This design comes from an exercise in tuning for small area and a short achievable clock period on the open sky130 flow, not from production work. At most, simulation tests tie the RTL to the original design; equivalence was not proved.

P:
Design Chevychev_highpass, start of the top module:
module Chevychev_highpass (
    data_in, data_out, clk, rst
);
export LEC_CHECK = 0
export CAP_MARGIN = 20
export CORE_MARGIN = 2
export CORE_UTILIZATION = 40
export SLEW_MARGIN = 20
export SYNTH_HIERARCHICAL = 1
export SYNTH_MINIMUM_KEEP_SIZE = 0
create_clock -name core_clock -period 16.0 [get_ports {clk}]
standard.sh (not shown) runs the stock make flow with config.mk's settings and CLKGATE_MAP_FILE= SYNTH_SCRIPT=/design/flow/synth_recipe.tcl, a recipe that flattens the netlist after the stock synthesis.
==> flow/flow/run.sh <==
#!/bin/bash
# The standard layout (standard.sh), with three changes to how it is made:
#  - port buffers are buf_4 instead of the default (a slow delay buffer),
#  - timing repair aims for 7.4 ns of setup slack (the design runs well below
#    the 16 ns clock, so the default repair would never act),
#  - clock tree: clkbuf_8 buffers, sinks clustered by 20 within 60 um, no
#    dummy loads.
# The full make output goes to standard_sh.log; ORFS keeps per-step logs in orfs/logs.
set -euo pipefail
bash standard.sh \
  "BUFFER_PORTS_ARGS=-buffer_cell sky130_fd_sc_hd__buf_4" \
  SETUP_SLACK_MARGIN=7.4 \
  "CTS_ARGS=-sink_clustering_enable -repair_clock_nets -dont_use_dummy_load -sink_clustering_size 20 -sink_clustering_max_diameter 60 -buf_list sky130_fd_sc_hd__clkbuf_8" \
  finish > standard_sh.log 2>&1
P ran to completion and came out clean on the timing, DRC and antenna checks.
The inputs of Q differ from those of P as listed below.
--- a/flow/flow/run.sh
+++ b/flow/flow/run.sh
@@ -3,3 +3,3 @@
 #  - port buffers are buf_4 instead of the default (a slow delay buffer),
-#  - timing repair aims for 7.4 ns of setup slack (the design runs well below
+#  - timing repair aims for 7.55 ns of setup slack (the design runs well below
 #    the 16 ns clock, so the default repair would never act),
@@ -11,3 +11,3 @@
   "BUFFER_PORTS_ARGS=-buffer_cell sky130_fd_sc_hd__buf_4" \
-  SETUP_SLACK_MARGIN=7.4 \
+  SETUP_SLACK_MARGIN=7.55 \
   "CTS_ARGS=-sink_clustering_enable -repair_clock_nets -dont_use_dummy_load -sink_clustering_size 20 -sink_clustering_max_diameter 60 -buf_list sky130_fd_sc_hd__clkbuf_8" \
- Detailed route, Q vs P: via total higher for Q
- Looking only at shortest clock period the worst path allows after layout, and setting everything else aside, the higher value of Q and P goes to P.
- Footprint of the flip-flops and latches across Q and P: no real change.
- Summary of Q over P: period utilization went down, initial core utilization did not really move.
- Fmax: Q above P
- Between P and Q, the flow reports met3 wire length decreasing by a few percent.
- Looking at Q and P, the global-route usage is a wash.
Inputs modified between Q and R:
--- a/flow/flow/run.sh
+++ b/flow/flow/run.sh
@@ -3,3 +3,3 @@
 #  - port buffers are buf_4 instead of the default (a slow delay buffer),
-#  - timing repair aims for 7.55 ns of setup slack (the design runs well below
+#  - timing repair aims for 7.5 ns of setup slack (the design runs well below
 #    the 16 ns clock, so the default repair would never act),
@@ -11,3 +11,3 @@
   "BUFFER_PORTS_ARGS=-buffer_cell sky130_fd_sc_hd__buf_4" \
-  SETUP_SLACK_MARGIN=7.55 \
+  SETUP_SLACK_MARGIN=7.5 \
   "CTS_ARGS=-sink_clustering_enable -repair_clock_nets -dont_use_dummy_load -sink_clustering_size 20 -sink_clustering_max_diameter 60 -buf_list sky130_fd_sc_hd__clkbuf_8" \
==> comparison <==
R against Q: post-route worst setup slack went up 0.014 ns, final count of negative-setup-slack endpoints neither gained nor lost much, via count moved down.
diff inputs: R => S
--- a/flow/flow/run.sh
+++ b/flow/flow/run.sh
@@ -3,3 +3,3 @@
 #  - port buffers are buf_4 instead of the default (a slow delay buffer),
-#  - timing repair aims for 7.5 ns of setup slack (the design runs well below
+#  - timing repair aims for 7.6 ns of setup slack (the design runs well below
 #    the 16 ns clock, so the default repair would never act),
@@ -11,3 +11,3 @@
   "BUFFER_PORTS_ARGS=-buffer_cell sky130_fd_sc_hd__buf_4" \
-  SETUP_SLACK_MARGIN=7.5 \
+  SETUP_SLACK_MARGIN=7.6 \
   "CTS_ARGS=-sink_clustering_enable -repair_clock_nets -dont_use_dummy_load -sink_clustering_size 20 -sink_clustering_max_diameter 60 -buf_list sky130_fd_sc_hd__clkbuf_8" \
[summary]
Compared with R, in S register-to-register slack has increased, via count of the first global-routing pass has remained practically unchanged, number of buffers other than clock buffers in the final layout has increased.
Going from R to S, largest clock skew in the final design has remained practically unchanged; routed length on met2 has increased.

========
Another version of the RTL of Chevychev_highpass (not shown whole).
For scale: ~1100 cells after synthesis.
clock: 16.0 ns
lec_check: 0
cap_margin: 20
core_margin: 2
core_utilization: 60
slew_margin: 20
synth_hierarchical: 1
synth_minimum_keep_size: 0
==> flow/flow/run.sh <==
#!/bin/bash
# The standard layout (standard.sh), with three changes to how it is made:
#  - port buffers are buf_4 instead of the default (a slow delay buffer),
#  - timing repair aims for 7 ns of setup slack (the design runs well below
#    the 16 ns clock, so the default repair would never act),
#  - clock tree: clkbuf_8 buffers, sinks clustered by 20 within 60 um, no
#    dummy loads.
# The full make output goes to standard_sh.log; ORFS keeps per-step logs in orfs/logs.
set -euo pipefail
bash standard.sh \
  "BUFFER_PORTS_ARGS=-buffer_cell sky130_fd_sc_hd__buf_4" \
  SETUP_SLACK_MARGIN=7.5 \
  "CTS_ARGS=-sink_clustering_enable -repair_clock_nets -dont_use_dummy_load -sink_clustering_size 20 -sink_clustering_max_diameter 60 -buf_list sky130_fd_sc_hd__clkbuf_8" \
  finish > standard_sh.log 2>&1
Change:
--- a/flow/flow/run.sh
+++ b/flow/flow/run.sh
@@ -10,5 +10,5 @@
 bash standard.sh \
   "BUFFER_PORTS_ARGS=-buffer_cell sky130_fd_sc_hd__buf_4" \
-  SETUP_SLACK_MARGIN=7.5 \
+  SETUP_SLACK_MARGIN=8 \
   "CTS_ARGS=-sink_clustering_enable -repair_clock_nets -dont_use_dummy_load -sink_clustering_size 20 -sink_clustering_max_diameter 60 -buf_list sky130_fd_sc_hd__clkbuf_8" \
   finish > standard_sh.log 2>&1
Settings changed: CORE_UTILIZATION 60 to 40.
After rerunning: The changed run ran to the end with no violations; die area increases by well over a third; cell count rises by roughly a tenth; global-route usage drops by 8.8 points; routed wire length goes up slightly; utilization shrinks by 20 points; cell area came out higher by a few percent; worst setup slack gets worse by 0.043 ns; critical path depth rises by 1; flip-flop and latch count does not change; fmax falls slightly.
Change:
--- a/flow/flow/run.sh
+++ b/flow/flow/run.sh
@@ -10,5 +10,5 @@
 bash standard.sh \
   "BUFFER_PORTS_ARGS=-buffer_cell sky130_fd_sc_hd__buf_4" \
-  SETUP_SLACK_MARGIN=8 \
+  SETUP_SLACK_MARGIN=7 \
   "CTS_ARGS=-sink_clustering_enable -repair_clock_nets -dont_use_dummy_load -sink_clustering_size 20 -sink_clustering_max_diameter 60 -buf_list sky130_fd_sc_hd__clkbuf_8" \
   finish > standard_sh.log 2>&1
Fmax is lower by 3.8%.
Final cell count goes down by 1.6%.
Wire length came out lower by about 2%.
Change:
--- a/flow/flow/run.sh
+++ b/flow/flow/run.sh
@@ -10,5 +10,5 @@
 bash standard.sh \
   "BUFFER_PORTS_ARGS=-buffer_cell sky130_fd_sc_hd__buf_4" \
-  SETUP_SLACK_MARGIN=7 \
+  SETUP_SLACK_MARGIN=7.5 \
   "CTS_ARGS=-sink_clustering_enable -repair_clock_nets -dont_use_dummy_load -sink_clustering_size 20 -sink_clustering_max_diameter 60 -buf_list sky130_fd_sc_hd__clkbuf_8" \
   finish > standard_sh.log 2>&1
What happened:
- synthesized cell count does not change
- routed wire length came out higher by 0.78%
- core utilization came out higher by 0.55 points
- die area is unchanged
- global-route usage barely changes
- clock-buffer cell count is unchanged
- final cell count barely changes
- flip-flop and latch count is unchanged
- fmax came out higher by about 4.5%
- worst hold slack stays flat

========
Setup of middle:
Another version of the RTL of Chevychev_highpass (not shown whole).
Size: roughly 1100 cells after synthesis, roughly 180 flip-flops, ~28 I/O pins.
export LEC_CHECK = 0
export CAP_MARGIN = 20
export CORE_MARGIN = 2
export CORE_UTILIZATION = 40
export CTS_BUF_LIST = sky130_fd_sc_hd__clkbuf_8
export CTS_CLUSTER_DIAMETER = 60
export CTS_CLUSTER_SIZE = 20
export SLEW_MARGIN = 20
export SYNTH_HIERARCHICAL = 1
export SYNTH_MINIMUM_KEEP_SIZE = 0
create_clock -name core_clock -period 16.0 [get_ports {clk}]
==> flow/flow/run.sh <==
#!/bin/bash
# Standard layout, with stronger port buffers and timing repair aimed past the clock period.
set -euo pipefail
bash standard.sh "BUFFER_PORTS_ARGS=-buffer_cell sky130_fd_sc_hd__buf_4" SETUP_SLACK_MARGIN=7 finish > standard_sh.log 2>&1
Setup changes, middle to west
- a deleted CTS_BUF_LIST that had been sky130_fd_sc_hd__clkbuf_8
- a deleted CTS_CLUSTER_SIZE that had been 20
- a deleted CTS_CLUSTER_DIAMETER that had been 60
==> run notes <==
- Area of all placed cells without fillers: west higher than middle
- Relative to middle, the count of routing violations after the opening detailed-route iteration measured on west has decreased slightly.
- Diff middle -> west: worst slew slack as a fraction of its limit went down 1.6 points; synthesis-to-layout area growth went up 1.2 points; arrival time of data at the critical path endpoint held; hold slack went down 3.5 ps.
- | setup slack after layout | middle vs west | ≈ equal |
- First-pass detailed-route iteration total (west over middle): increase, 1
Function was not checked in any run of this note: the RTL went through the layout flow alone.

========
## run 1
RTL: one of the versions met above, not the one the previous note started from.
For scale: about 180 flip-flops, about 28 I/O pins.
clock: 16.0 ns
lec_check: 0
cap_margin: 20
core_margin: 2
core_utilization: 40
slew_margin: 20
synth_hierarchical: 1
synth_minimum_keep_size: 0
==> flow/flow/run.sh <==
#!/bin/bash
# The standard layout (standard.sh), with three changes to how it is made:
#  - port buffers are buf_4 instead of the default (a slow delay buffer),
#  - timing repair aims for 7.5 ns of setup slack (the design runs well below
#    the 16 ns clock, so the default repair would never act),
#  - clock tree: clkbuf_8 buffers, sinks clustered by 20 within 60 um, no
#    dummy loads.
# The full make output goes to standard_sh.log; ORFS keeps per-step logs in orfs/logs.
set -euo pipefail
bash standard.sh \
  "BUFFER_PORTS_ARGS=-buffer_cell sky130_fd_sc_hd__buf_4" \
  SETUP_SLACK_MARGIN=7.5 \
  "CTS_ARGS=-sink_clustering_enable -repair_clock_nets -dont_use_dummy_load -sink_clustering_size 40 -sink_clustering_max_diameter 200 -sink_clustering_levels 1 -buf_list sky130_fd_sc_hd__clkbuf_8" \
  finish > standard_sh.log 2>&1
Run 1 completed every stage of the flow, and the final layout passed the timing, DRC and antenna checks.
> inputs changed (run 1 -> run 2)
diff --git a/flow/flow/run.sh b/flow/flow/run.sh
--- a/flow/flow/run.sh
+++ b/flow/flow/run.sh
@@ -4 +4 @@
-#  - timing repair aims for 7.5 ns of setup slack (the design runs well below
+#  - timing repair aims for 7.85 ns of setup slack (the design runs well below
@@ -12,2 +12,2 @@
-  SETUP_SLACK_MARGIN=7.5 \
-  "CTS_ARGS=-sink_clustering_enable -repair_clock_nets -dont_use_dummy_load -sink_clustering_size 40 -sink_clustering_max_diameter 200 -sink_clustering_levels 1 -buf_list sky130_fd_sc_hd__clkbuf_8" \
+  SETUP_SLACK_MARGIN=7.85 \
+  "CTS_ARGS=-sink_clustering_enable -repair_clock_nets -dont_use_dummy_load -sink_clustering_size 20 -sink_clustering_max_diameter 60 -buf_list sky130_fd_sc_hd__clkbuf_8" \
## What came out
The slowest library cell on the worst path comes out sky130_fd_sc_hd__xor2_1 in one run and sky130_fd_sc_hd__a21o_4 in the other, namely in run 1 and run 2 respectively.
The startpoint of the most critical setup path comes out data_in[3] in one run and data_in[2] in the other, namely in run 1 and run 2 respectively.
Going from run 1 to run 2, worst setup slack went up; maximum frequency rose 2.0%; total number of sequential cells was more or less identical.
Relative to run 1, the global-route wire length before repair measured on run 2 has increased by a few percent.
| critical-path maximum fanout | run 2 vs run 1 | 4 lower |
Inputs modified between run 2 and run 3:
diff --git a/flow/flow/run.sh b/flow/flow/run.sh
--- a/flow/flow/run.sh
+++ b/flow/flow/run.sh
@@ -4 +4 @@
-#  - timing repair aims for 7.85 ns of setup slack (the design runs well below
+#  - timing repair aims for 7.7 ns of setup slack (the design runs well below
@@ -12 +12 @@
-  SETUP_SLACK_MARGIN=7.85 \
+  SETUP_SLACK_MARGIN=7.7 \
Notes after the runs:
Run 3 against run 2; count of placed standard cells in the final layout, fillers left out is up slightly.
Looking at run 2 and run 3, the design area is a wash.
Summary of run 3 over run 2: ratio of cells with drive above 1 in the final layout has remained practically unchanged; final critical-path share of the clock period increased by 0.53 points relative to the old numbers.

========
== run A ==
Chevychev_highpass with an RTL version that a note above also has.
Size: roughly 1100 cells after synthesis, ~180 flip-flops, ~0.015 mm2 of cells after synthesis.
// Chevychev_highpass
module Chevychev_highpass (
    data_in, data_out, clk, rst
);
    output [17:0] data_out;
    input  [7:0]  data_in;
    input         clk, rst;
    reg [7:0]  XN;    
    reg [17:0] YN;    
    reg [17:0] RS;
    reg [17:0] R3;
    reg [0:0] R3c;    
    reg [17:0] R4;
    reg [0:0] R4c;    
    reg [17:0] R5;
    reg [0:0] R5c;    
    reg [17:0] R6;
    reg [0:0] R6c;    
    reg [17:0] R7;
    reg [0:0] R7c;    
    reg [17:0] R8;
    reg [0:0] R8c;    
    reg [17:0] R9;
    reg [0:0] R9c;    
    wire n_1 = ~XN[0];
    wire n_2 = ~XN[1];
    wire n_3 = ~XN[2];
    wire n_4 = ~XN[3];
    wire n_5 = ~XN[4];
    wire n_6 = ~XN[5];
    wire n_7 = ~XN[6];
    wire n_8 = ~XN[7];
    wire n_9 = ~YN[0];
    wire n_10 = ~YN[1];
    wire n_11 = ~YN[2];
    wire n_12 = ~YN[3];
    wire n_13 = ~YN[4];
    wire n_14 = ~YN[5];
    wire n_15 = ~YN[6];
    wire n_16 = ~YN[7];
    wire n_17 = ~YN[8];
    wire n_18 = ~YN[9];
    wire n_19 = ~YN[10];
    wire n_20 = ~YN[11];
    wire n_21 = ~YN[12];
    wire n_22 = ~YN[13];
    wire n_23 = ~YN[14];
    wire n_24 = ~YN[15];
    wire n_25 = ~YN[16];
    wire n_26 = ~YN[17];
    wire s_27, c_28;
    iir_ha us_27 (.a(n_3), .b(n_1), .s(s_27), .co(c_28));
    wire s_29, c_30;
  ...
Settings: LEC_CHECK=0, CAP_MARGIN=20, CORE_MARGIN=2, CORE_UTILIZATION=70, PLACE_DENSITY=0.75, SLEW_MARGIN=20, SYNTH_HIERARCHICAL=1, SYNTH_MINIMUM_KEEP_SIZE=0; clock period 16.0 ns.
==> flow/flow/run.sh <==
#!/bin/bash
# The standard layout (standard.sh), with three changes to how it is made:
#  - port buffers are buf_4 instead of the default (a slow delay buffer),
#  - timing repair aims for 7 ns of setup slack (the design runs well below
#    the 16 ns clock, so the default repair would never act),
#  - clock tree: clkbuf_8 buffers, sinks clustered by 20 within 60 um, no
#    dummy loads.
# The full make output goes to standard_sh.log; ORFS keeps per-step logs in orfs/logs.
set -euo pipefail
bash standard.sh \
  "BUFFER_PORTS_ARGS=-buffer_cell sky130_fd_sc_hd__buf_4" \
  SETUP_SLACK_MARGIN=7.5 \
  "CTS_ARGS=-sink_clustering_enable -repair_clock_nets -dont_use_dummy_load -sink_clustering_size 20 -sink_clustering_max_diameter 60 -buf_list sky130_fd_sc_hd__clkbuf_8" \
  finish > standard_sh.log 2>&1
[inputs] run B vs run A
- clearing PLACE_DENSITY, which used to be 0.75
- swapping 70 for 40 in CORE_UTILIZATION
--- a/flow/flow/run.sh
+++ b/flow/flow/run.sh
@@ -13 +13 @@
-  "CTS_ARGS=-sink_clustering_enable -repair_clock_nets -dont_use_dummy_load -sink_clustering_size 20 -sink_clustering_max_diameter 60 -buf_list sky130_fd_sc_hd__clkbuf_8" \
+  "CTS_ARGS=-sink_clustering_enable -repair_clock_nets -dont_use_dummy_load -sink_clustering_size 30 -sink_clustering_max_diameter 100 -buf_list sky130_fd_sc_hd__clkbuf_8" \
[summary]
Run A → run B: maximum frequency now sits higher; floorplan die width now sits higher; number of nets in the finished design now sits lower; met2 routed wirelength now sits lower.
Run B vs run A — period utilization dropped 0.17 points.
The routability congestion estimate from global placement in run B sits 1.9% below the value recorded for run A.
Setup slack (lower): run A
Run B vs. run A: headroom to the max-slew limit has decreased.

-- re-timing with driven ports --
The results above use ideal ports. As a check the final layouts listed here were re-extracted and re-timed, cells and wires unchanged. Step 1: set_driving_cell puts a clkbuf_16 on clk and a buf_2 on each other input, an assumption about the parent block. Step 2 times the ports against the registers' clock, not the clock port: input delays grow and output delays shrink by t, the midpoint of the rising clock arrivals with the driver on. Slacks: ideal / step 1 / step 2; pairs: ideal / step 1.
run | t (ns) | slack for setup (ns) | latest minus earliest clock arrival (ns)
P | 0.512 | 7.587 / 7.564 / 7.564 | 0.031 / 0.031
Q | 0.510 | 7.669 / 7.640 / 7.640 | 0.031 / 0.031
R | 0.512 | 7.683 / 7.660 / 7.660 | 0.031 / 0.031
S | 0.511 | 7.702 / 7.679 / 7.679 | 0.030 / 0.030
the first run of note 2 | 0.498 | 7.543 / 7.498 / 7.498 | 0.043 / 0.044
the second run of note 2 | 0.532 | 7.500 / 7.451 / 7.451 | 0.022 / 0.023
the third run of note 2 | 0.530 | 7.169 / 7.148 / 7.148 | 0.017 / 0.017
the fourth run of note 2 | 0.534 | 7.551 / 7.520 / 7.520 | 0.017 / 0.017
middle | 0.553 | 7.205 / 7.179 / 7.179 | 0.017 / 0.016
west | 0.510 | 7.204 / 7.179 / 7.179 | 0.011 / 0.010
run 1 | 0.512 | 7.683 / 7.660 / 7.660 | 0.031 / 0.031
run 2 | 0.510 | 7.845 / 7.795 / 7.795 | 0.032 / 0.031
run 3 | 0.512 | 7.760 / 7.729 / 7.729 | 0.030 / 0.031
run A | 0.518 | 7.523 / 7.476 / 7.476 | 0.036 / 0.036
run B | 0.534 | 7.551 / 7.520 / 7.520 | 0.017 / 0.017
After both steps setup and hold are still met in every run listed. For run 2, which loses most, drivers alone change the setup slack by -0.050 ns; drivers and shift together by -0.050 ns.
